Source: an optimization exercise on an open RTL-to-GDS flow (aim: small area). Production flows keep margins and buffers that such runs may drop. RTL that was checked went through simulation tests only; none was proved equivalent to the original. Only the layout flow was run in run 2; the RTL was not checked for function there. No activity file was given, so power comes from the tool's default toggle rates.

==> design/flow/design.v <==
module jumpgame(CLOCK_50, SW, LEDR, LEDG, KEY, HEX0, HEX1, HEX2, HEX3, HEX4, HEX5, HEX6, HEX7, toggle, highscoreoutput, reset);
input reset;
input [17:0] SW;
input [3:0] KEY;
output reg [6:0] HEX0, HEX1, HEX2, HEX3, HEX4, HEX5, HEX6, HEX7;
input CLOCK_50;
input toggle;
output reg [17:0] LEDR;
output reg [7:0] LEDG;
reg [6:0] timer;
reg [6:0] clk_wall;
reg [6:0] clk_sjump;
reg [6:0] clk_ljump;
reg [4:0] wall_move;
reg [2:0] s_move;
reg [3:0] l_move;
reg [1:0] s_jump;
reg [1:0] l_jump;
reg s_collision;
reg l_collision;
reg loss;
reg [14:0] win;
reg [3:0] win1;
reg [14:0] highscore;
reg visit;
reg [1:0] choose_jump;
reg choose_wall;
output reg [10:0]highscoreoutput;
reg [11:0] clkrng, difficulty;
always @ (posedge CLOCK_50) begin
	if(reset) begin  
	timer = 80;
	clk_wall = 0;
	clk_sjump = 0;
	clk_ljump = 0;
	wall_move = 0;
	s_move = 0;
	l_move = 0;
	s_jump = 0;
	l_jump = 0;
	s_collision = 1;
	l_collision = 1;
	loss = 0;
	win = 0;
	win1 = 0;
	highscore = 0;
	visit = 0;
	choose_jump = 0;
	choose_wall = 0;
	clkrng <= 0;
	difficulty <= 0;
	highscoreoutput <= 0;
	HEX0 <= 0; HEX1 <= 0; HEX2 <= 0; HEX3 <= 0;
	HEX4 <= 0; HEX5 <= 0; HEX6 <= 0; HEX7 <= 0;
	LEDR <= 0;
	LEDG <= 0;
	end else begin
	highscoreoutput <= highscore;
	if(toggle) begin  
	HEX0 <= 7'b1111111;
	HEX1 <= 7'b1111111;
	HEX2 <= 7'b1111111;
	HEX3 <= 7'b1111111;
	HEX4 <= 7'b1111111;
	HEX5 <= 7'b1111111;
	HEX6 <= 7'b1111111;
	HEX7 <= 7'b1111111;
	LEDR <= 18'b000000000000000000;
	LEDG <= 8'b00000000;
	if(loss == 0) begin
		clk_wall = clk_wall + 1;
	end
	if(clk_wall >= timer) begin
		wall_move = wall_move + 1;
		clk_wall = 0;
	end
	if(wall_move > 15) begin
		wall_move = 0;
	end
	clkrng <= clkrng + 1;
	if(clkrng > difficulty) begin
		clkrng <= 0;
	end
	if(clkrng > 1000 && visit == 1) begin
		choose_wall = 1;
	end else if(visit == 1) begin
		choose_wall = 0;
	end
	if(win > 30) begin
		timer = 55;
		difficulty = 4000;
	end else if(win == 25) begin
		timer = 60;
		difficulty = 3500;
	end else if(win == 20) begin
		timer = 65;
		difficulty = 3000;
	end else if(win == 15) begin
		timer = 70;
		difficulty = 2500;
	end else if(win == 10) begin
		timer = 75;
		difficulty = 1750;
	end else if(win == 5) begin
		timer = 78;
		difficulty = 1500;
	end else if(win == 5) begin
		timer = 78;
		difficulty = 1250;
	end
	case(choose_wall)
	0: begin
		case(wall_move) 
			0: begin
				HEX0[2] <= 0;
				visit = 0;
			end
			1: HEX0[4] <= 0;
			2: HEX1[2] <= 0;
			3: HEX1[4] <= 0;
			4: HEX2[2] <= 0;
			5: HEX2[4] <= 0;
			6: HEX3[2] <= 0;
			7: HEX3[4] <= 0;
			8: HEX4[2] <= 0;
			9: HEX4[4] <= 0;
			10: HEX5[2] <= 0;
			11: HEX5[4] <= 0;
			12: HEX6[2] <= 0;
			13: HEX6[4] <= 0;
			14: HEX7[2] <= 0;
			15: begin
					HEX7[4] <= 0;
					if(visit == 0) begin
						if(s_collision == 1) begin
							loss = 1;
						end else begin
							win = win + 1;
						end
					end
					visit = 1;
				end
		endcase
	end
	1: begin
		case(wall_move) 
			0: begin
				HEX0[2] <= 0;
				HEX0[1] <= 0;
				visit = 0;
			end
			1: begin
				HEX0[4] <= 0;
				HEX0[5] <= 0;
			end
			2: begin
				HEX1[2] <= 0;
				HEX1[1] <= 0;
			end
			3: begin
				HEX1[4] <= 0;
				HEX1[5] <= 0;
			end
			4: begin
				HEX2[2] <= 0;
				HEX2[1] <= 0;
			end
			5: begin
				HEX2[4] <= 0;
				HEX2[5] <= 0;
			end
			6: begin
				HEX3[2] <= 0;
				HEX3[1] <= 0;
			end
			7: begin
				HEX3[4] <= 0;
				HEX3[5] <= 0;
			end
			8: begin
				HEX4[2] <= 0;
				HEX4[1] <= 0;
			end
			9: begin
				HEX4[4] <= 0;
				HEX4[5] <= 0;
			end
			10: begin
				HEX5[2] <= 0;
				HEX5[1] <= 0;
			end
			11: begin
				HEX5[4] <= 0;
				HEX5[5] <= 0;
			end
			12: begin
				HEX6[2] <= 0;
				HEX6[1] <= 0;
			end
			13: begin
				HEX6[4] <= 0;
				HEX6[5] <= 0;
			end
			14: begin
				HEX7[2] <= 0;
				HEX7[1] <= 0;
			end
			15: begin
					HEX7[4] <= 0;
					HEX7[5] <= 0;
					if(visit == 0) begin
						if(l_collision == 1 || s_collision == 1) begin
							loss = 1;
						end else begin
							win = win + 1;
						end
					end
					visit = 1;
				end
		endcase
	end
	endcase
	if (~KEY[1] && s_jump == 0 && loss == 0 && l_jump == 0) begin
		s_jump = 1 ; 
	end
	if (~KEY[2] && l_jump == 0 && loss == 0 && s_jump == 0) begin
		l_jump = 1 ; 
	end
	if(s_jump > 0) begin
		choose_jump = 1;
	end else if (l_jump > 0) begin
		choose_jump = 2;
	end else begin
		HEX7[4] <= 0;
		s_collision = 1;
		l_collision = 1;
		choose_jump = 0;
	end
	case(choose_jump)
		1: begin
		if(s_jump == 1) begin
			clk_sjump = clk_sjump + 1;
		end
		if(clk_sjump > 100) begin
			s_move = s_move + 1;
			clk_sjump = 0;
		end
		if(s_move > 6) begin
			s_move = 0;
			s_jump = 2;
		end
		case(s_move) 
			0,5,6: begin
				HEX7[4] <= 0;
				s_collision = 1;
				l_collision = 1;
			end
			1,2,3,4: begin
				if(loss == 0) begin
					HEX7[5] <= 0;
					s_collision = 0;
					l_collision = 1;
				end
			end
		endcase
		if (KEY[1] && s_jump == 2) begin
			s_jump = 0 ; 
			choose_jump = 0;
		end
	end
	2: begin
		if(l_jump == 1) begin
			clk_ljump = clk_ljump + 1;
		end
		if(clk_ljump > 100) begin
			l_move = l_move + 1;
			clk_ljump = 0;
		end
		if(l_move > 9) begin
			l_move = 0;
			l_jump = 2;
		end
		case(l_move) 
			0,6,7,8,9: begin
				HEX7[4] <= 0;
				s_collision = 1;
				l_collision = 1;
			end
			1,5: begin
				if(loss == 0) begin
					HEX7[5] <= 0;
					s_collision = 0;
					l_collision = 1;
				end
			end
			2,3,4: begin
				if(loss == 0) begin
					HEX7[0] <= 0;
					l_collision = 0;
					s_collision = 0;
				end
			end
		endcase
		if (KEY[2] && l_jump == 2) begin
			l_jump = 0 ; 
			choose_jump = 0;
		end
	end
	endcase
	if (~KEY[0]) begin
		wall_move = 0;
		s_move = 0;
		l_move = 0;
		s_jump = 0;
		l_jump = 0;
		s_collision = 1;
		l_collision = 1;
		loss = 0;
		win = 0;
		visit = 0;
		choose_jump = 0;
		choose_wall = 0;
		timer = 80;
		difficulty <= 0;
	end
	win1 = win%10;
	 case(win1)
		0: LEDR <= 18'b000000000000000000;
		1: LEDR <= 18'b100000000000000000;
		2: LEDR <= 18'b110000000000000000;
		3: LEDR <= 18'b111000000000000000;
		4: LEDR <= 18'b111100000000000000;
		5: LEDR <= 18'b111110000000000000;
		6: LEDR <= 18'b111111000000000000;
		7: LEDR <= 18'b111111100000000000;
		8: LEDR <= 18'b111111110000000000;
		9: LEDR <= 18'b111111111000000000;
	 endcase
	 case(win)
		0: LEDG <= 8'b00000000;
		10,11,12,13,14,15,16,17,18,19: LEDG <= 8'b10000000;
		20,21,22,23,24,25,26,27,28,29: LEDG <= 8'b11000000;
		30,31,32,33,34,35,36,37,38,39: LEDG <= 8'b11100000;
		40,41,42,43,44,45,46,47,48,49: LEDG <= 8'b11110000;
		50,51,52,53,54,55,56,57,58,59: LEDG <= 8'b11111000;
	 endcase
	if(win >= highscore && win > 0) begin
		highscore = win;
		case(wall_move)
			0,1,2,3,8,9,10,11: begin
				LEDG[0] <= 1;
				LEDG[1] <= 0;
				LEDG[2] <= 1;
			end
			4,5,6,7,12,13,14,15: begin
				LEDG[0] <= 0;
				LEDG[1] <= 1;
				LEDG[2] <= 0;
			end
		endcase
	end
	if(loss == 1) begin
		LEDG <= 8'b11111111;
		case(win1)
			0: HEX4 <= 7'b1000000;
			1: HEX4 <= 7'b1111001;
			2: HEX4 <= 7'b0100100;
			3: HEX4 <= 7'b0110000;
			4: HEX4 <= 7'b0011001;
			5: HEX4 <= 7'b0010010;
			6: HEX4 <= 7'b0000010;
			7: HEX4 <= 7'b1111000;
			8: HEX4 <= 7'b0000000;
			9: HEX4 <= 7'b0010000;
		endcase
		if(win >= 50) begin
			HEX5 <= 7'b0010010;
		end else if (win >= 40) begin
			HEX5 <= 7'b0011001;
		end else if (win >= 30) begin
			HEX5 <= 7'b0110000;
		end else if (win >= 20) begin
			HEX5 <= 7'b0100100;
		end else if (win >= 10) begin
			HEX5 <= 7'b1111001;
		end else if (win >= 0) begin
			HEX5 <= 7'b1000000;
		end
		HEX3 <= 7'b0001001;  
		HEX2 <= 7'b0110111;
		case(highscore%10)
			0: HEX0 <= 7'b1000000;
			1: HEX0 <= 7'b1111001;
			2: HEX0 <= 7'b0100100;
			3: HEX0 <= 7'b0110000;
			4: HEX0 <= 7'b0011001;
			5: HEX0 <= 7'b0010010;
			6: HEX0 <= 7'b0000010;
			7: HEX0 <= 7'b1111000;
			8: HEX0 <= 7'b0000000;
			9: HEX0 <= 7'b0010000;
		endcase
		if(highscore >= 50) begin
			HEX1 <= 7'b0010010;
		end else if (highscore >= 40) begin
			HEX1 <= 7'b0011001;
		end else if (highscore >= 30) begin
			HEX1 <= 7'b0110000;
		end else if (highscore >= 20) begin
			HEX1 <= 7'b0100100;
		end else if (highscore >= 10) begin
			HEX1 <= 7'b1111001;
		end else if (highscore >= 0) begin
			HEX1 <= 7'b1000000;
		end
	end
	end  
	end  
end
endmodule
module zapsgame(CLOCK_50, SW, LEDR, LEDG, KEY, HEX0, HEX1, HEX2, HEX3, HEX4, HEX5, HEX6, HEX7, toggle, highscoreoutput, reset);
input reset;
input [17:0] SW;
input [3:0] KEY;
input toggle;
output reg [6:0] HEX0, HEX1, HEX2, HEX3, HEX4, HEX5, HEX6, HEX7;
input CLOCK_50;
output reg [17:0] LEDR;
output reg [7:0] LEDG;
reg [6:0] timer;
reg [5:0] timer2;
reg [6:0] Q;
reg [5:0] R;
reg [4:0] S;
reg on;	
reg next;
reg [4:0] win;
reg [3:0] winnum;
reg [19:0] winnum2;
reg [3:0] highscore;
reg [19:0] highscore2;
reg [4:0] T;
output reg [10:0]highscoreoutput;
always @ (posedge CLOCK_50) begin
	if(reset) begin  
	timer <= 80;
	timer2 <= 50;
	Q <= 0;
	R <= 0;
	S <= 0;
	on <= 0;
	next <= 0;
	win <= 0;
	winnum <= 0;
	winnum2 <= 0;
	highscore <= 0;
	highscore2 <= 0;
	T <= 18;
	highscoreoutput <= 0;
	HEX0 <= 0; HEX1 <= 0; HEX2 <= 0; HEX3 <= 0;
	HEX4 <= 0; HEX5 <= 0; HEX6 <= 0; HEX7 <= 0;
	LEDR <= 0;
	LEDG <= 0;
	end else begin
	highscoreoutput <= highscore;
	if(toggle) begin  
	Q = Q + 1;
	if(Q >= timer && T > 0) begin
		if (on == 0) begin
			T <= T - 1;
		end
		Q <= 0;
	end
	if(timer > 40) begin
		timer <= 80 - (win * 2);
	end
	if(winnum > 9) begin
		winnum <= 0;
		winnum2 <= winnum2 + 1;
	end
	case(winnum)
		0: HEX4 <= 7'b1000000;
		1: HEX4 <= 7'b1111001;
		2: HEX4 <= 7'b0100100;
		3: HEX4 <= 7'b0110000;
		4: HEX4 <= 7'b0011001;
		5: HEX4 <= 7'b0010010;
		6: HEX4 <= 7'b0000010;
		7: HEX4 <= 7'b1111000;
		8: HEX4 <= 7'b0000000;
		9: HEX4 <= 7'b0010000;
		default: HEX4 <= 7'b0010000;
	endcase
	case(winnum2)
		0: HEX5 <= 7'b1000000;
		1: HEX5 <= 7'b1111001;
		2: HEX5 <= 7'b0100100;
		3: HEX5 <= 7'b0110000;
		4: HEX5 <= 7'b0011001;
		5: HEX5 <= 7'b0010010;
		6: HEX5 <= 7'b0000010;
		7: HEX5 <= 7'b1111000;
		8: HEX5 <= 7'b0000000;
		9: HEX5 <= 7'b0010000;
		default: HEX5 <= 7'b0010000;
	endcase
	if(winnum2 > highscore2) begin
		highscore <= winnum;
		highscore2 <= winnum2;
	end else if (winnum2 == highscore2) begin
		if(winnum > highscore && win > 0) begin
			highscore <= winnum;
			highscore2 <= winnum2;
		end
	end
		case(highscore)
		0: HEX0 <= 7'b1000000;
		1: HEX0 <= 7'b1111001;
		2: HEX0 <= 7'b0100100;
		3: HEX0 <= 7'b0110000;
		4: HEX0 <= 7'b0011001;
		5: HEX0 <= 7'b0010010;
		6: HEX0 <= 7'b0000010;
		7: HEX0 <= 7'b1111000;
		8: HEX0 <= 7'b0000000;
		9: HEX0 <= 7'b0010000;
		default: HEX0 <= 7'b0010000;
	endcase
	case(highscore2)
		0: HEX1 <= 7'b1000000;
		1: HEX1 <= 7'b1111001;
		2: HEX1 <= 7'b0100100;
		3: HEX1 <= 7'b0110000;
		4: HEX1 <= 7'b0011001;
		5: HEX1 <= 7'b0010010;
		6: HEX1 <= 7'b0000010;
		7: HEX1 <= 7'b1111000;
		8: HEX1 <= 7'b0000000;
		9: HEX1 <= 7'b0010000;
		default: HEX1 <= 7'b0010000;
	endcase
	R = R + 1;
	if(R >= timer2 && S < 100) begin
		if (win > 7) begin
			S <= S + 1;
		end else begin
			S <= 0;
		end
		R <= 0;
	end
	if (win > 20) begin
		timer2 <= 25;
	end else begin
		timer2 <= 45;
	end
	if (win > 0 && win < 8) begin
		case(win)
		1: LEDG <= 8'b10000000;
		2:	LEDG <= 8'b11000000;
		3:	LEDG <= 8'b11100000;
		4:	LEDG <= 8'b11110000;
		5:	LEDG <= 8'b11111000;
		6:	LEDG <= 8'b11111100;
		7:	LEDG <= 8'b11111110;
		endcase
	end
	if (win > 7) begin
		case(S)
		1:	LEDG <= 8'b00000000;
		2: LEDG <= 8'b10000000;
		3:	LEDG <= 8'b11000000;
		4:	LEDG <= 8'b11100000;
		5:	LEDG <= 8'b11110000;
		6:	LEDG <= 8'b11111000;
		7:	LEDG <= 8'b11111100;
		8:	LEDG <= 8'b11111110;
		9:	LEDG <= 8'b11111111;
		10:LEDG <= 8'b01111111;
		11:LEDG <= 8'b00111111;
		12:LEDG <= 8'b00011111;
		13:LEDG <= 8'b00001111;
		14:LEDG <= 8'b00000111;
		15:LEDG <= 8'b00000011;
		16:LEDG <= 8'b00000001;
		endcase
	end
	if (~KEY[1]) begin
		on <= 1; 
	end
	if (~KEY[0] && KEY[1]) begin
		on <= 0;
		next <= 0;
	end
	if (T < 1) begin
		T <= 18;
	end
	if (S > 17) begin
		S <= 1;
	end
	LEDR <= 18'b000000000000000000;
	if (T < 18) LEDR[T] <= 1;
	if (T < 18 && SW[T] == 1 && on == 1) begin
		if (next == 0)begin
			if (win != 5'd31) win <= win + 1;
			winnum <= winnum + 1;
			next <= 1;
		end
	end else if (on == 1) begin
		win <= 0;
		winnum <= 0;
		winnum2 <= 0;
		timer <= 80;
		LEDG <= 8'b00000000;
	end
	HEX6 <= 7'b0111111;
	HEX7 <= 7'b0111111;
	HEX3 <= 7'b0001001;
	HEX2 <= 7'b0110111;
	end  
	end  
end
endmodule
module timegame(CLOCK_50, SW, LEDR, LEDG, KEY, HEX0, HEX1, HEX2, HEX3, HEX4, HEX5, HEX6, HEX7, toggle, highscoreoutput, reset);
input reset;
input[3:0] KEY;
input[17:0] SW;
input toggle;
input CLOCK_50;
output reg [7:0] LEDG;
output reg [17:0] LEDR;
output reg[6:0] HEX0, HEX1, HEX2, HEX3, HEX4, HEX5, HEX6, HEX7;
wire [4:0] rng;
output reg [10:0] highscoreoutput;
reg [12:0] highscore;
reg [3:0] value; reg [4:0] psec; reg [3:0] pmsec;
reg [4:0] rngclk; reg [11:0] clk; reg [4:0] clks; reg [3:0] clkms;
reg [12:0] win;
reg game;
reg [1:0] state;
parameter IDLE = 0, START = 1, TIMING = 2, END = 3; 
always @ (posedge CLOCK_50) begin
	if(reset) begin  
	highscore <= 0;
	value <= 0; psec <= 0; pmsec <= 0;
	rngclk <= 5; clk <= 0; clks <= 0; clkms <= 0;
	win <= 0;
	game <= 0;
	state <= 0;
	highscoreoutput <= 0;
	HEX0 <= 0; HEX1 <= 0; HEX2 <= 0; HEX3 <= 0;
	HEX4 <= 0; HEX5 <= 0; HEX6 <= 0; HEX7 <= 0;
	LEDR <= 0;
	LEDG <= 0;
	end else begin
	highscoreoutput <= highscore;
	if(toggle) begin
	rngclk <= rngclk + 1;
	if(rngclk > 16) begin
		rngclk <= 5;
	end
	case(state)
		IDLE: begin
			LEDR <= 0;
			HEX7 <= 7'b1000000;
			HEX6 <= 7'b1000000;
			HEX5 <= 7'b1000000;
			HEX4 <= 7'b1000000;
			HEX3 <= 7'b1000000;
			HEX2 <= 7'b1000000;
			HEX1 <= 7'b1000000;
			HEX0 <= 7'b1000000;
			game <= 0;
			if(~KEY[2]) begin
				clk <= 0;
				if(rngclk < 6) begin
					value <= 5;
				end else if(rngclk < 7) begin
					value <= 6;
				end else if(rngclk < 8) begin
					value <= 7;
				end else if(rngclk < 9) begin
					value <= 8;
				end else if(rngclk < 10) begin
					value <= 9;
				end else if(rngclk < 11) begin
					value <= 10;
				end else if(rngclk < 12) begin
					value <= 11;
				end else if(rngclk < 13) begin
					value <= 12;
				end else if(rngclk < 14) begin
					value <= 13;
				end else if(rngclk < 15) begin
					value <= 14;
				end else if(rngclk < 16) begin
					value <= 15;
				end else begin
					value <= 5;
				end
				state <= START;
			end
		end
		START: begin
			clk <= clk + 1;
			if(clk < 1000) begin
				LEDG <= 8'b11111111;
			end else if (clk < 2000) begin
				LEDG <= 8'b11111100;
			end else if (clk < 3000) begin
				LEDG <= 8'b11110000;
			end else if(clk < 4000) begin
				LEDG <= 8'b11000000;
			end else begin
				LEDG <= 8'b00000000;
				state <= TIMING;
				clk <= 0;
				clks <= 0;
				clkms <= 0;
				psec <= 0;
				pmsec <= 0;
			end
			HEX5 <= 7'b1000000;
			HEX4 <= 7'b1000000;
			case(value)
				5: begin
					HEX7 <= 7'b1000000;
					HEX6 <= 7'b0010010;
				end
				6: begin
					HEX7 <= 7'b1000000;
					HEX6 <= 7'b0000010;
				end
				7: begin
					HEX7 <= 7'b1000000;
					HEX6 <= 7'b1111000;
				end
				8: begin
					HEX7 <= 7'b1000000;
					HEX6 <= 7'b0000000;
				end
				9: begin
					HEX7 <= 7'b1000000;
					HEX6 <= 7'b0010000;	
				end
				10: begin
					HEX7 <= 7'b1111001;
					HEX6 <= 7'b1000000;
				end
				11: begin
					HEX7 <= 7'b1111001;
					HEX6 <= 7'b1111001;
				end
				12: begin
					HEX7 <= 7'b1111001;
					HEX6 <= 7'b0100100;
				end
				13: begin
					HEX7 <= 7'b1111001;
					HEX6 <= 7'b0110000;
				end
				14: begin
					HEX7 <= 7'b1111001;
					HEX6 <= 7'b0011001;
				end
				15: begin
					HEX7 <= 7'b1111001;
					HEX6 <= 7'b0010010;
				end
			endcase
		end
		TIMING: begin
			clk <= clk + 1;
			if(clk >= 100 && clkms < 10) begin
				clkms <= clkms + 1;
				clk <= 0;
			end
			if(clkms > 9) begin
				clks <= clks + 1;
				clkms <= 0;
			end
			if(clks > 19) begin
				state <= END;
				psec <= 0;
				pmsec <= 0;
			end
			if(~KEY[1]) begin
				state <= END;
				psec <= clks;
				pmsec <= clkms;
			end
		end
		END: begin
			if(psec < 10)begin
				HEX3 <= 7'b1000000;
			end else begin
				HEX3 <= 7'b1111001;
			end
			case(psec%10) 
				0: HEX2 <= 7'b1000000;
				1: HEX2 <= 7'b1111001;
				2: HEX2 <= 7'b0100100;
				3: HEX2 <= 7'b0110000;
				4: HEX2 <= 7'b0011001;
				5: HEX2 <= 7'b0010010;
				6: HEX2 <= 7'b0000010;
				7: HEX2 <= 7'b1111000;
				8: HEX2 <= 7'b0000000;
				9: HEX2 <= 7'b0010000;
			endcase
			HEX1 <= 7'b1111011;
			case(pmsec)
				0: HEX0 <= 7'b1000000;
				1: HEX0 <= 7'b1111001;
				2: HEX0 <= 7'b0100100;
				3: HEX0 <= 7'b0110000;
				4: HEX0 <= 7'b0011001;
				5: HEX0 <= 7'b0010010;
				6: HEX0 <= 7'b0000010;
				7: HEX0 <= 7'b1111000;
				8: HEX0 <= 7'b0000000;
				9: HEX0 <= 7'b0010000;
			endcase
			if(((psec == value && pmsec < 5) || (psec == value - 1 && pmsec >= 5)) && game == 0) begin
				game <= 1;
				win <= win + 1;
			end else if (game == 0) begin 
				win <= 0;
				game <= 1;
			end	
			if(~KEY[2]) begin
				state <= IDLE;
			end
		end
	endcase
	case(win)
		0: HEX4 <= 7'b1000000;
		1: HEX4 <= 7'b1111001;
		2: HEX4 <= 7'b0100100;
		3: HEX4 <= 7'b0110000;
		4: HEX4 <= 7'b0011001;
		5: HEX4 <= 7'b0010010;
		6: HEX4 <= 7'b0000010;
		7: HEX4 <= 7'b1111000;
		8: HEX4 <= 7'b0000000;
		9: HEX4 <= 7'b0010000;
	endcase
	if(win >= highscore) begin
		highscore <= win;
	end
	end  
	end  
end
endmodule
module menu(CLOCK_50, LEDG, LEDR, KEY, SW, HEX0, HEX1, HEX2, HEX3, HEX4, HEX5, HEX6, HEX7, reset);
input reset;
input [3:0] KEY;
input [17:0] SW;
input CLOCK_50;
output reg [6:0] HEX0, HEX1, HEX2, HEX3, HEX4, HEX5, HEX6, HEX7;
output reg [7:0] LEDG;
output reg [17:0] LEDR;
parameter JUMP = 0, ZAPS = 1, BEAT = 2, TIME = 3;  
reg jumpEN, zapsEN, beatEN, timeEN;  
reg forset, backset;
reg [1:0] state;
reg menuon;
wire [7:0]ledgj;
wire [17:0]ledrj;
wire [6:0] hex0j, hex1j, hex2j, hex3j, hex4j, hex5j, hex6j, hex7j;
wire [7:0]ledgz;
wire [17:0]ledrz;
wire [6:0] hex0z, hex1z, hex2z, hex3z, hex4z, hex5z, hex6z, hex7z;
wire [7:0]ledgb;
wire [17:0]ledrb;
wire [6:0] hex0b, hex1b, hex2b, hex3b, hex4b, hex5b, hex6b, hex7b;
wire [7:0]ledgt;
wire [17:0]ledrt;
wire [6:0] hex0t, hex1t, hex2t, hex3t, hex4t, hex5t, hex6t, hex7t;
wire [10:0]highscorej;
wire [10:0]highscorez;
wire [10:0]highscoreb;
wire [10:0]highscoret;
always @(posedge CLOCK_50) begin
	if(reset) begin  
	jumpEN <= 0; zapsEN <= 0; beatEN <= 0; timeEN <= 0;
	forset <= 0; backset <= 0;
	state <= 0;
	menuon <= 1;
	HEX0 <= 0; HEX1 <= 0; HEX2 <= 0; HEX3 <= 0;
	HEX4 <= 0; HEX5 <= 0; HEX6 <= 0; HEX7 <= 0;
	LEDR <= 0;
	LEDG <= 0;
	end else begin
	if(~KEY[3] && ~KEY[2] && ~KEY[1] && ~menuon) begin
		forset <= 1;
		backset <= 1;
		menuon <= 1;
		jumpEN <= 0;
		zapsEN <= 0;
		beatEN <= 0;
		timeEN <= 0;
	end
	if(KEY[1]) begin  
		forset <= 0;
	end
	if(KEY[2]) begin  
		backset <= 0;
	end
	if(menuon) begin
		case(state)
			JUMP: begin
				LEDR <= 18'b00000000000000000;
				LEDG <= 8'b00001000;
				HEX3 <= 7'b1110001;
				HEX2 <= 7'b1000001;
				HEX1 <= 7'b1001000;
				HEX0 <= 7'b0001100;
				HEX7 <= 7'b0001001;
				HEX6 <= 7'b0110111;
				case(highscorej/10)
					0: HEX5 <= 7'b1000000;
					1: HEX5 <= 7'b1111001;
					2: HEX5 <= 7'b0100100;
					3: HEX5 <= 7'b0110000;
					4: HEX5 <= 7'b0011001;
					5: HEX4 <= 7'b0010010;
					6: HEX4 <= 7'b0000010;
					7: HEX4 <= 7'b1111000;
					8: HEX4 <= 7'b0000000;
					9: HEX4 <= 7'b0010000;
				endcase
				case(highscorej%10)
					0: HEX4 <= 7'b1000000;
					1: HEX4 <= 7'b1111001;
					2: HEX4 <= 7'b0100100;
					3: HEX4 <= 7'b0110000;
					4: HEX4 <= 7'b0011001;
					5: HEX4 <= 7'b0010010;
					6: HEX4 <= 7'b0000010;
					7: HEX4 <= 7'b1111000;
					8: HEX4 <= 7'b0000000;
					9: HEX4 <= 7'b0010000;
				endcase
				if(~KEY[2] && forset == 0 && backset == 0) begin  
					state <= TIME;
					backset <= 1;
				end
				if(~KEY[1] && forset == 0 && backset == 0) begin  
					state <= ZAPS;
					forset <= 1;
				end
				if(~KEY[0]) begin  
					menuon <= 0;
					jumpEN <= 1;
				end
			end
			ZAPS: begin
				LEDR <= 18'b00000000000000000;
				LEDG <= 8'b00000100;
				HEX3 <= 7'b0100100;
				HEX2 <= 7'b0001000;
				HEX1 <= 7'b0001100;
				HEX0 <= 7'b0010010;
				HEX7 <= 7'b0001001;
				HEX6 <= 7'b0110111;
				case(highscorez/10)
					0: HEX5 <= 7'b1000000;
					1: HEX5 <= 7'b1111001;
					2: HEX5 <= 7'b0100100;
					3: HEX5 <= 7'b0110000;
					4: HEX5 <= 7'b0011001;
					5: HEX4 <= 7'b0010010;
					6: HEX4 <= 7'b0000010;
					7: HEX4 <= 7'b1111000;
					8: HEX4 <= 7'b0000000;
					9: HEX4 <= 7'b0010000;
				endcase
				case(highscorez%10)
					0: HEX4 <= 7'b1000000;
					1: HEX4 <= 7'b1111001;
					2: HEX4 <= 7'b0100100;
					3: HEX4 <= 7'b0110000;
					4: HEX4 <= 7'b0011001;
					5: HEX4 <= 7'b0010010;
					6: HEX4 <= 7'b0000010;
					7: HEX4 <= 7'b1111000;
					8: HEX4 <= 7'b0000000;
					9: HEX4 <= 7'b0010000;
				endcase
				if(~KEY[2] && forset == 0 && backset == 0) begin  
					state <= JUMP;
					backset <= 1;
				end
				if(~KEY[1] && forset == 0 && backset == 0) begin  
					state <= BEAT;
					forset <= 1;
				end
				if(~KEY[0]) begin  
					menuon <= 0;
					zapsEN <= 1;
				end
			end
			BEAT: begin
				LEDR <= 18'b00000000000000000;
				LEDG <= 8'b00000010;
				HEX3 <= 7'b0000000;
				HEX2 <= 7'b0000110;
				HEX1 <= 7'b0001000;
				HEX0 <= 7'b1111000;
				HEX7 <= 7'b0001001;
				HEX6 <= 7'b0110111;
				case(highscoreb/10)
					0: HEX5 <= 7'b1000000;
					1: HEX5 <= 7'b1111001;
					2: HEX5 <= 7'b0100100;
					3: HEX5 <= 7'b0110000;
					4: HEX5 <= 7'b0011001;
					5: HEX4 <= 7'b0010010;
					6: HEX4 <= 7'b0000010;
					7: HEX4 <= 7'b1111000;
					8: HEX4 <= 7'b0000000;
					9: HEX4 <= 7'b0010000;
				endcase
				case(highscoreb%10)
					0: HEX4 <= 7'b1000000;
					1: HEX4 <= 7'b1111001;
					2: HEX4 <= 7'b0100100;
					3: HEX4 <= 7'b0110000;
					4: HEX4 <= 7'b0011001;
					5: HEX4 <= 7'b0010010;
					6: HEX4 <= 7'b0000010;
					7: HEX4 <= 7'b1111000;
					8: HEX4 <= 7'b0000000;
					9: HEX4 <= 7'b0010000;
				endcase
				if(~KEY[2] && forset == 0 && backset == 0) begin  
					state <= ZAPS;
					backset <= 1;
				end
				if(~KEY[1] && forset == 0 && backset == 0) begin  
					state <= TIME;
					forset <= 1;
				end
				if(~KEY[0]) begin  
					menuon <= 0;
					beatEN <= 1;
				end
			end
			TIME: begin
				LEDR <= 18'b00000000000000000;
				LEDG <= 8'b00000001;
				HEX3 <= 7'b1111000;
				HEX2 <= 7'b1111001;
				HEX1 <= 7'b1001000;
				HEX0 <= 7'b0000110;
				HEX7 <= 7'b0001001;
				HEX6 <= 7'b0110111;
				case(highscoret/10)
					0: HEX5 <= 7'b1000000;
					1: HEX5 <= 7'b1111001;
					2: HEX5 <= 7'b0100100;
					3: HEX5 <= 7'b0110000;
					4: HEX5 <= 7'b0011001;
					5: HEX4 <= 7'b0010010;
					6: HEX4 <= 7'b0000010;
					7: HEX4 <= 7'b1111000;
					8: HEX4 <= 7'b0000000;
					9: HEX4 <= 7'b0010000;
				endcase
				case(highscoret%10)
					0: HEX4 <= 7'b1000000;
					1: HEX4 <= 7'b1111001;
					2: HEX4 <= 7'b0100100;
					3: HEX4 <= 7'b0110000;
					4: HEX4 <= 7'b0011001;
					5: HEX4 <= 7'b0010010;
					6: HEX4 <= 7'b0000010;
					7: HEX4 <= 7'b1111000;
					8: HEX4 <= 7'b0000000;
					9: HEX4 <= 7'b0010000;
				endcase
				if(~KEY[2] && forset == 0 && backset == 0) begin  
					state <= BEAT;
					backset <= 1;
				end
				if(~KEY[1] && forset == 0 && backset == 0) begin  
					state <= JUMP;
					forset <= 1;
				end
				if(~KEY[0]) begin  
					menuon <= 0;
					timeEN <= 1;
				end
			end
		endcase
	end
	if(jumpEN) begin
		LEDG <= ledgj;
		LEDR <= ledrj;
		HEX0 <= hex0j;
		HEX1 <= hex1j;
		HEX2 <= hex2j;
		HEX3 <= hex3j;
		HEX4 <= hex4j;
		HEX5 <= hex5j;
		HEX6 <= hex6j;
		HEX7 <= hex7j;
	end else if(zapsEN) begin
		LEDG <= ledgz;
		LEDR <= ledrz;
		HEX0 <= hex0z;
		HEX1 <= hex1z;
		HEX2 <= hex2z;
		HEX3 <= hex3z;
		HEX4 <= hex4z;
		HEX5 <= hex5z;
		HEX6 <= hex6z;
		HEX7 <= hex7z;
	end else if (beatEN) begin
		LEDG <= ledgb;
		LEDR <= ledrb;
		HEX0 <= hex0b;
		HEX1 <= hex1b;
		HEX2 <= hex2b;
		HEX3 <= hex3b;
		HEX4 <= hex4b;
		HEX5 <= hex5b;
		HEX6 <= hex6b;
		HEX7 <= hex7b;
	end else if (timeEN) begin
		LEDG <= ledgt;
		LEDR <= ledrt;
		HEX0 <= hex0t;
		HEX1 <= hex1t;
		HEX2 <= hex2t;
		HEX3 <= hex3t;
		HEX4 <= hex4t;
		HEX5 <= hex5t;
		HEX6 <= hex6t;
		HEX7 <= hex7t;
	end
	end  
end
jumpgame runjump(CLOCK_50, SW, ledrj, ledgj, KEY, hex0j, hex1j, hex2j, hex3j, hex4j, hex5j, hex6j, hex7j, jumpEN, highscorej, reset);
zapsgame runzaps(CLOCK_50, SW, ledrz, ledgz, KEY, hex0z, hex1z, hex2z, hex3z, hex4z, hex5z, hex6z, hex7z, zapsEN, highscorez, reset);
assign ledrb = 18'b0;
assign ledgb = 8'b0;
assign {hex0b, hex1b, hex2b, hex3b, hex4b, hex5b, hex6b, hex7b} = 56'b0;
assign highscoreb = 11'b0;
timegame runtime(CLOCK_50, SW, ledrt, ledgt, KEY, hex0t, hex1t, hex2t, hex3t, hex4t, hex5t, hex6t, hex7t, timeEN, highscoret, reset);
endmodule
==> design/flow/run.sh <==
#!/bin/bash
# synth_recipe.tcl (not shown) runs the flow's synth.tcl, then flattens the netlist and writes it again
# the make line also repeats each setting of config.mk as NAME=value (left out here)
make -C /OpenROAD-flow-scripts/flow DESIGN_CONFIG=/design/flow/config.mk WORK_HOME=/design/flow/orfs CLKGATE_MAP_FILE= SYNTH_SCRIPT=/design/flow/synth_recipe.tcl finish
==> design/flow/config.mk <==
export PLATFORM = sky130hd
export DESIGN_NAME = menu
export DESIGN_NICKNAME = menu
export VERILOG_FILES = /design/flow/design.v
export SDC_FILE = /design/flow/constraint.sdc
export NUM_CORES = 4
export LEC_CHECK = 0
export CAP_MARGIN = 20
export CORE_MARGIN = 2
export CORE_UTILIZATION = 40
export SLEW_MARGIN = 20
==> design/flow/constraint.sdc <==
create_clock -name core_clock -period 25.0 [get_ports {CLOCK_50}]
set_input_delay 5.0000 -clock core_clock [delete_from_list [all_inputs] [get_ports {CLOCK_50}]]
set_output_delay 5.0000 -clock core_clock [all_outputs]
set_load 0.01 [all_outputs]
==> results.yml, run 1 <==
status:
  status: "timing/DRC/antenna clean"
placed_design:
  gp_congestion: 0.950
  detailedPlace.worstSlack_ns: 5.11
  numPortBuffers: 105
  dpl_cell_area_um2: 41500
  dp.cells: 6506
  dpl.hpwl_um: 92600
finish:
  fin_util: 0.445
  nets: 5479
  fin_cells: 6620
  synthToLayoutAreaGrowth_pct: 10.2
  drive_gt1_frac: 0.0666
  n_antenna_cell: 0
  finalInstanceArea_um2: 43700
  layout_commonest_cell: "nor2_1"
  layout_common_cells: "778 x nor2_1, 539 x dfxtp_1, 504 x nand2_1"
hold_path:
  hold_path.class: "reg2reg"
grt:
  antenna_found_initial: 2
  overflow: 0
  grt_max_degree: 206
  grt_pass1_vias: 36095
  grt_pass1_wl_um: 202000
  grt.total_usage: 0.240
yosys:
  synthDistinctLibCells: 135
  ys_warn_count: 4
  synth_area_um2: 39700
  synth_edf_count: 0
  yosys_most_used_dff: "dfxtp_1"
  yosysSeqAreaShare: 0.274
  synth_nets: 5581
  synthArstFlopShare: 0
  synth_area_per_cell_um2: 7.37
  syn_inst: 5384
  ys_ff_latch: 542
routing:
  routedWlPerCell_um: 19.2
  drtPass1Iterations: 6
  drcViolationCount: 0
  drt-total-wl_um: 127000
  via_per_inst: 5.98
  ant_nets: 0
  vias: 39583
  initialDrtViolationCount: 3555
floorplan:
  initial_core_util: 0.404
  rows: 115
  die_w_um: 319
  core_um2: 98300
  die_area_um2: 102000
  ios: 106
  die_h_um: 319
power_and_ir_drop:
  p_leak_nw: 16.4
  p_per_area_nw_per_um2: 126
  vdd_drop_max_v: 0.000261
  power_mw: 5.50
clocking:
  hold_buffers: 0
  clk_latency_ns: 0.66
  cts_sinks: 542
  clockBufferDepth: 3
  root_buffer: "clkbuf_16"
  cts.repair.resized: 0
  cts.clk_slew.worst_paths_ns: 0.06
  cts_tree: "done"
  postCtsSetupRepairBufs: 0
  cts_buffers: 60
  h-tree-depth: 2
sta:
  hold_ws_ns: 0.428
  finalMaxSlewViolations: 0
  fmax_mhz: 51.3
  fin_crit_sh: 0.780
  max_slew.worst_pin.slew_ns: 1.16
  hold_viol: 0
  relSlewSlack: 0.224
  clock_skew_ns: 0.0242
  setup_viol: 0
  rsz0062_at_grt: "false"
  fin_ws_ns: 5.51
  period_needed_ns: 19.49
  tns_ns: 0
flow_run:
  cap_violations: 0
setup_path:
  path_max_fanout: 35
  endpoint_kind: "register"
  cp.required_ns: 25.57
  crit_path_max_incr_delay_ns: 0.79
  critPathKind: "in2reg"
  cp-start-kind: "primary input"
  cp.arrival_ns: 20.06
  slowest_stage: "xnor2_1"
[state kept, by name (all words and copies together), names as in the netlist, 8 cells and up, named ones only]
name / count
runjump.difficulty: 10
runtime.win: 13
runjump.win: 15
LEDR: 18
runzaps.highscore2: 20
runtime.highscoreoutput: 11
runzaps.LEDR: 18
LEDG: 8
runjump.LEDR: 9
runzaps.LEDG: 8
runjump.highscore: 15
runtime.clk: 12
runjump.highscoreoutput: 11
runzaps.winnum2: 20
runjump.clkrng: 12
runtime.highscore: 13
[cells in the mapped netlist, types with 30 or more instances]
master | instances | area (um^2)
nand4_1 | 58 | 363
nor3_1 | 201 | 1010
o31ai_1 | 37 | 278
clkbuf_1 | 260 | 976
o211ai_1 | 41 | 308
nand3_1 | 171 | 856
a21oi_1 | 442 | 2210
inv_1 | 198 | 743
o21ai_0 | 302 | 1510
a31oi_1 | 63 | 394
a211oi_1 | 86 | 646
nor2b_1 | 45 | 282
a21o_1 | 47 | 353
xor2_1 | 97 | 850
o22ai_1 | 30 | 188
xnor2_1 | 123 | 1080
nand2b_1 | 73 | 457
buf_1 | 32 | 120
mux2i_1 | 87 | 871
a221oi_1 | 31 | 272
or3_1 | 44 | 275
nand2_1 | 504 | 1890
and2_1 | 42 | 263
nor2_1 | 781 | 2930
ha_1 | 173 | 2160
nor4_1 | 62 | 388
and3_1 | 53 | 332
dfxtp_1 | 542 | 10900
or2_2 | 35 | 219
a22oi_1 | 70 | 526
[critical path: cells and delay by family]
family	cells	cell delay (ns)
buffers and inverters	6	1.38
AND/OR/NAND/NOR	16	4.63
XOR/XNOR	2	1.53
adder cells (fa/ha/maj)	4	1.29
AO/OA/AOI/OAI	20	5.60
multiplexers	2	0.56
[area by class of cell]
| type | instances | area (um^2) |
|---|---|---|
| fill | 9955 | 54600 |
| multi-input combinational | 4313 | 26800 |
| sequential | 542 | 10900 |
| clock buffer | 74 | 1660 |
| tap | 1287 | 1610 |
| timing repair buffer | 157 | 1480 |
| inverter | 208 | 781 |
| clock inverter | 39 | 510 |
[kinds of logic (layout without fill, tap and decap cells)]
| kind of cell | after synthesis | after routing | synth area share |
|---|---|---|---|
| muxes | 113 | 113 | 0.0309 |
| DFF | 542 | 542 | 0.274 |
| xor gates and xnor gates | 226 | 226 | 0.0510 |
| buffers and inverters | 529 | 478 | 0.0520 |
| AOI/OAI and AO/OA | 1566 | 1566 | 0.266 |
| adders and majority gates | 193 | 193 | 0.0596 |
| and+or+nand+nor | 2215 | 2215 | 0.267 |
[path summary, 6_finish.rpt]
path,slack [ns],cells past startpoint,endpoint,start
hold / removal,0.43,2,runzaps.HEX1[4]$_SDFFE_PP0P_,register
setup reg to reg,6.93,61,runjump.HEX0[5]$_SDFFE_PP0P_,runjump.clk_wall[0]$_SDFFE_PP0P_
hold reg to reg,0.43,2,runzaps.HEX1[4]$_SDFFE_PP0P_,register
setup / recovery,5.51,50,runjump.HEX0[5]$_SDFFE_PP0P_,KEY[0]
[power by group]
part	internal [mW]	switching [mW]	total (mW)
clock	0.571	0.405	0.976
combinational	1.26	2.26	3.52
sequential	0.933	0.0738	1.01
[metal layers]
layer	global-route usage	routed length, um	vias up
met1	0.343	60000	18808
met4	0.0603	3130	2
met3	0.0296	7980	188
met2	0.380	56000	1175
met5	0	9	-
li1	-	-	19410
==> run 2: changes to the inputs <==
--- a/design/flow/design.v
+++ b/design/flow/design.v
@@ -9,22 +9,24 @@
 output reg [7:0] LEDG;
-reg [6:0] timer;
-reg [6:0] clk_wall;
-reg [6:0] clk_sjump;
-reg [6:0] clk_ljump;
-reg [4:0] wall_move;
-reg [2:0] s_move;
-reg [3:0] l_move;
-reg [1:0] s_jump;
-reg [1:0] l_jump;
-reg s_collision;
-reg l_collision;
-reg loss;
-reg [14:0] win;
-reg [3:0] win1;
-reg [14:0] highscore;
-reg visit;
-reg [1:0] choose_jump;
-reg choose_wall;
+integer timer;
+reg[27:0] clk_wall;
+reg[27:0] clk_sjump;
+reg[27:0] clk_ljump;
+integer wall_move;
+integer wall_move2;
+integer s_move;
+integer l_move;
+integer s_jump;
+integer l_jump;
+integer s_collision;
+integer l_collision;
+integer loss;
+integer win;
+integer win1;
+integer highscore;
+integer visit;
+integer choose_jump;
+integer choose_wall;
 output reg [10:0]highscoreoutput;
-reg [11:0] clkrng, difficulty;
+reg [27:0] clkrng, difficulty;
+reg newpress;
 always @ (posedge CLOCK_50) begin
@@ -36,2 +38,3 @@
 	wall_move = 0;
+	wall_move2 = 0;
 	s_move = 0;
@@ -51,2 +54,3 @@
 	difficulty <= 0;
+	newpress <= 0;
 	highscoreoutput <= 0;
@@ -429,15 +433,17 @@
 output reg [7:0] LEDG;
-reg [6:0] timer;
-reg [5:0] timer2;
-reg [6:0] Q;
-reg [5:0] R;
-reg [4:0] S;
-reg on;	
-reg next;
-reg [4:0] win;
-reg [3:0] winnum;
-reg [19:0] winnum2;
-reg [3:0] highscore;
-reg [19:0] highscore2;
-reg [4:0] T;
+integer timer;
+integer timer2;
+reg[27:0] Q;
+reg[27:0] R;
+integer S;
+integer on;	
+integer next;
+integer win;
+integer winnum;
+integer winnum2;
+integer highscore;
+integer highscore2;
+integer newhighscore;
+integer T;
+integer N;
 output reg [10:0]highscoreoutput;
@@ -457,3 +463,5 @@
 	highscore2 <= 0;
+	newhighscore <= 0;
 	T <= 18;
+	N <= 0;
 	highscoreoutput <= 0;
@@ -509,2 +517,3 @@
 		highscore2 <= winnum2;
+		newhighscore <= 1;
 	end else if (winnum2 == highscore2) begin
@@ -513,2 +522,3 @@
 			highscore2 <= winnum2;
+			newhighscore <= 1;
 		end
@@ -603,3 +613,3 @@
 		if (next == 0)begin
-			if (win != 5'd31) win <= win + 1;
+			win <= win + 1;
 			winnum <= winnum + 1;
@@ -611,2 +621,3 @@
 		winnum2 <= 0;
+		newhighscore <= 0;
 		timer <= 80;
@@ -632,9 +643,15 @@
 wire [4:0] rng;
+integer pattern;
 output reg [10:0] highscoreoutput;
-reg [12:0] highscore;
-reg [3:0] value; reg [4:0] psec; reg [3:0] pmsec;
-reg [4:0] rngclk; reg [11:0] clk; reg [4:0] clks; reg [3:0] clkms;
-reg [12:0] win;
+integer next;
+integer highscore;
+reg [29:0] value, psec, pmsec, ptotal;
+reg [29:0] rngclk, clk, clks, clkms, clktotal;
+reg start;
+reg run;
+integer win;
+reg [5:0] timer;
 reg game;
-reg [1:0] state;
+integer loss;
+reg [2:0] state;
 parameter IDLE = 0, START = 1, TIMING = 2, END = 3; 
@@ -642,7 +659,13 @@
 	if(reset) begin  
+	pattern <= 0;
+	next <= 0;
 	highscore <= 0;
-	value <= 0; psec <= 0; pmsec <= 0;
-	rngclk <= 5; clk <= 0; clks <= 0; clkms <= 0;
+	value <= 0; psec <= 0; pmsec <= 0; ptotal <= 0;
+	rngclk <= 5; clk <= 0; clks <= 0; clkms <= 0; clktotal <= 0;
+	start <= 1;
+	run <= 0;
 	win <= 0;
+	timer <= 0;
 	game <= 0;
+	loss <= 0;
 	state <= 0;
@@ -718,4 +741,6 @@
 				clkms <= 0;
+				clktotal <= 0;
 				psec <= 0;
 				pmsec <= 0;
+				ptotal <= 0;
 			end
@@ -862,6 +887,7 @@
 parameter JUMP = 0, ZAPS = 1, BEAT = 2, TIME = 3;  
-reg jumpEN, zapsEN, beatEN, timeEN;  
-reg forset, backset;
-reg [1:0] state;
+integer jumpEN, zapsEN, beatEN, timeEN;  
+integer forset, backset;
+integer state;
 reg menuon;
+reg press1, press2;
 wire [7:0]ledgj;
@@ -888,2 +914,3 @@
 	menuon <= 1;
+	press1 <= 0; press2 <= 0;
 	HEX0 <= 0; HEX1 <= 0; HEX2 <= 0; HEX3 <= 0;
==> run 2 against run 1 <==
  * Global-route usage decreased by 1.7 points
  * Non-clock buffer count rose by 99
  * Fmax decreased by 16%
  * First-iteration DRC count is 90% higher
  * Sequential power grew to 2.6 times the previous value
  * Clock skew up 0.019 ns
  * Critical path type is now reg2reg
  * Largest power group is now clock
==> results.yml, run 2 <==
status:
  status: "timing/DRC/antenna clean"
clocking:
  hold_buffers: 0
  root_buffer: "clkbuf_16"
  cts.clk_slew.worst_paths_ns: 0.06
  h-tree-depth: 4
  cts_sinks: 1573
  clk_latency_ns: 0.85
  clockBufferDepth: 3
  cts_tree: "done"
  cts_buffers: 177
yosys:
  synth_top_area_frac: 0.344
  synth_commonest_cells: "1591 x nor2_1, 1573 x dfxtp_1, 982 x nand2_1"
  synth_nets: 12158
  synthTopCellsByArea: "dfxtp_1 34%, nor2_1 6.5%, a21oi_1 5.2%"
  synthArstFlopShare: 0
  yosysSeqAreaShare: 0.344
  yosysMostFrequentCell: "nor2_1"
  synth_edf_count: 0
  synth_area_per_cell_um2: 7.72
  synth_area_um2: 91500
  synthDistinctLibCells: 158
  syn_inst: 11857
  yosysTopAreaCell: "dfxtp_1"
  ys_ff_latch: 1573
  ys_warn_count: 7
  yosys_most_used_dff: "dfxtp_1"
routing:
  drt-total-wl_um: 268000
  met2_length_um: 122000
  ant_nets: 0
  drtPass1Iterations: 9
  wl_met1_um: 120000
  wl_met3_um: 12500
  via_per_inst: 5.78
  vias: 85435
  initialDrtViolationCount: 6741
  drcViolationCount: 0
  routedWlPerCell_um: 18.1
  maxUsedRoutingLayer: "met5"
placed_design:
  numPortBuffers: 105
  gp_congestion: 1.00
  dpl.hpwl_um: 194000
  dp.cells: 14436
power_and_ir_drop:
  vdd_drop_max_v: 0.0000776
  p_leak_nw: 38.3
  p_per_area_nw_per_um2: 61.2
floorplan:
  rows: 175
  die_area_um2: 233000
  ios: 106
  initial_core_util: 0.402
  core_um2: 227000
  die_w_um: 482
  die_h_um: 482
hold_path:
  whs_endpoint: "runtime.HEX7[6]$_SDFFE_PP0P_"
  hp-start: "runtime.HEX7[6]$_SDFFE_PP0P_"
  hold_path.class: "reg2reg"
  holdPathStages: 2
grt:
  overflow: 0
  grt_pass1_wl_um: 430000
  grt_max_degree: 169
  grt.total_usage: 0.222
  antenna_found_initial: 5
  grt_pass1_vias: 79640
sta:
  tns_ns: 0
  relSlewSlack: 0.213
  max_slew.worst_pin.slew_ns: 1.18
  fmax_mhz: 42.9
  fin_crit_sh: 0.933
  hold_viol: 0
  clock_skew_ns: 0.0436
  rsz0062_at_grt: "false"
  period_needed_ns: 23.33
  finalMaxSlewViolations: 0
  setup_viol: 0
finish:
  num-fill-cells: 22271
  layout_commonest_cell: "nor2_1"
  nets: 11918
  synthToLayoutAreaGrowth_pct: 10.8
  fin_cells: 14778
  layout_common_cells: "1581 x nor2_1, 1571 x dfxtp_1, 979 x nand2_1"
  drive_gt1_frac: 0.0665
setup_path:
  r2r-end: "runjump.HEX0[4]$_SDFFE_PP0P_"
  endpoint_kind: "register"
  slowest_stage: "or4_4"
  cp.required_ns: 25.72
  cp.arrival_ns: 24.05
  critPathKind: "reg2reg"
  cp-start-kind: "register"
  rr_startpoint: "runjump.loss[1]$_SDFFE_PP0P_"
  ff2ff_path_depth: 83
  path_max_fanout: 48
  crit_path_max_incr_delay_ns: 0.79
  rrSetupSlack_ns: 1.67
flow_run:
  cap_violations: 0
-- run 2: final cells by class --
| type | instances | area [um^2] | area share |
|---|---|---|---|
| clock buffers | 247 | 5130 | 0.0506 |
| multi-input cells | 9230 | 56100 | 0.553 |
| flip-flops and latches | 1573 | 31500 | 0.311 |
| inverters | 379 | 1430 | 0.0141 |
| repair buffers | 256 | 2250 | 0.0222 |
| well taps | 3009 | 3760 | 0.0371 |
| clock inverters | 79 | 1230 | 0.0122 |
| diodes | 5 | 12.5 | 0.000123 |
-- run 2: power breakdown --
part           switching [mW]  internal, mW  total [mW]
Combinational           0.518         0.230       0.748
Sequential             0.0892          2.58        2.67
Clock                    1.13          1.66        2.79
-- run 2: cell families after synthesis --
kind of cell    after synthesis  share of synthesized area
xor+xnor                    570                     0.0550
fa+ha+maj                   297                     0.0401
simple gates               5366                      0.296
compound gates             2824                      0.197
buf+inv                    1054                     0.0472
mux                         173                     0.0206
flops                      1573                      0.344
-- run 2: timing repair --
action / in CTS / in global routing
endpoints found under the setup margin: 0 / 7
buffers inserted: 0 / 6
resized for setup: 0 / 21
-- run 2: worst max-delay path by stage --
stage          slack [ns]                    startpoint                            to  cells after the start
2_1_floorplan        3.64                        KEY[0]  runjump.HEX0[4]$_SDFFE_PP0P_                     75
3_3_place_gp         0.74  runjump.loss[1]$_SDFFE_PP0P_  runjump.HEX0[4]$_SDFFE_PP0P_                     83
3_5_place_dp         0.28  runjump.loss[4]$_SDFFE_PP0P_  runjump.HEX0[4]$_SDFFE_PP0P_                     83
4_1_cts              0.22  runjump.loss[1]$_SDFFE_PP0P_  runjump.HEX0[4]$_SDFFE_PP0P_                     83
5_1_grt              0.02  runjump.loss[8]$_SDFFE_PP0P_  runjump.HEX0[1]$_SDFFE_PP0P_                     83
6_report             1.67  runjump.loss[1]$_SDFFE_PP0P_  runjump.HEX0[4]$_SDFFE_PP0P_                     83
-- run 2: layer usage --
metal  global-route usage  up-vias
met2                0.360     2161
met5                    0        -
li1                     -    42148
met4                0.110        6
met3               0.0282      549
met1                0.291    40571
-- run 2: worst max-delay path: cells and delay by family, from the launching register on --
| kind | cells | cell delay (ns) |
|---|---|---|
| XOR/XNOR | 3 | 0.86 |
| AO/OA/AOI/OAI | 40 | 9.50 |
| flip-flops | 1 | 0.32 |
| adder cells (fa/ha/maj) | 3 | 1.01 |
| multiplexers | 5 | 1.81 |
| buffers and inverters | 2 | 0.52 |
| AND/OR/NAND/NOR | 30 | 9.10 |
-- run 2: through the flow --
stage,worst slack (ns),hold WS (ns),util,cell area [um^2],total power [mW]
4_1_cts,0.219,0.445,0.445,101000,6.26
3_3_place_gp,0.741,0.430,0.416,94700,3.45
3_5_place_dp,0.280,0.436,0.417,94800,3.46
2_1_floorplan,3.64,0.412,-,91500,3.08
6_report,1.67,0.445,0.446,101000,6.21
5_1_grt,0.0228,0.468,0.446,101000,6.42

-- port drivers added, routing unchanged --
The flow's constraints put no driver on any port. The routed layouts listed below were extracted and timed again, unchanged, in two steps.
Step 1 sets driving cells, clkbuf_16 on the clock port and buf_2 on the other inputs (assumed; they add their load-dependent delay and slew).
Step 2 adds t to the input delays and takes it off the output delays; t is the mean of the earliest and latest rising clock arrival at the registers after step 1. Input paths then give back, and output paths get back, about the clock's delay inside the block.
Three values: no drivers, after step 1, after step 2; two values: the first two.
| run | t (ns) | slack for setup (ns) | worst setup path after step 2 | slew at the worst register clock pin (ns) | cell pins on the clock port's net |
|---|---|---|---|---|---|
| run 1 | 0.717 | 5.508 / 5.520 / 4.803 | input to register | 0.08 / 0.08 | 1 |
| run 2 | 0.919 | 1.674 / 1.674 / 1.674 | register to register | 0.07 / 0.07 | 1 |
After both steps every run listed still meets setup and hold. For run 1, which loses most, drivers alone change the setup slack by +0.012 ns; drivers and shift together by -0.705 ns.
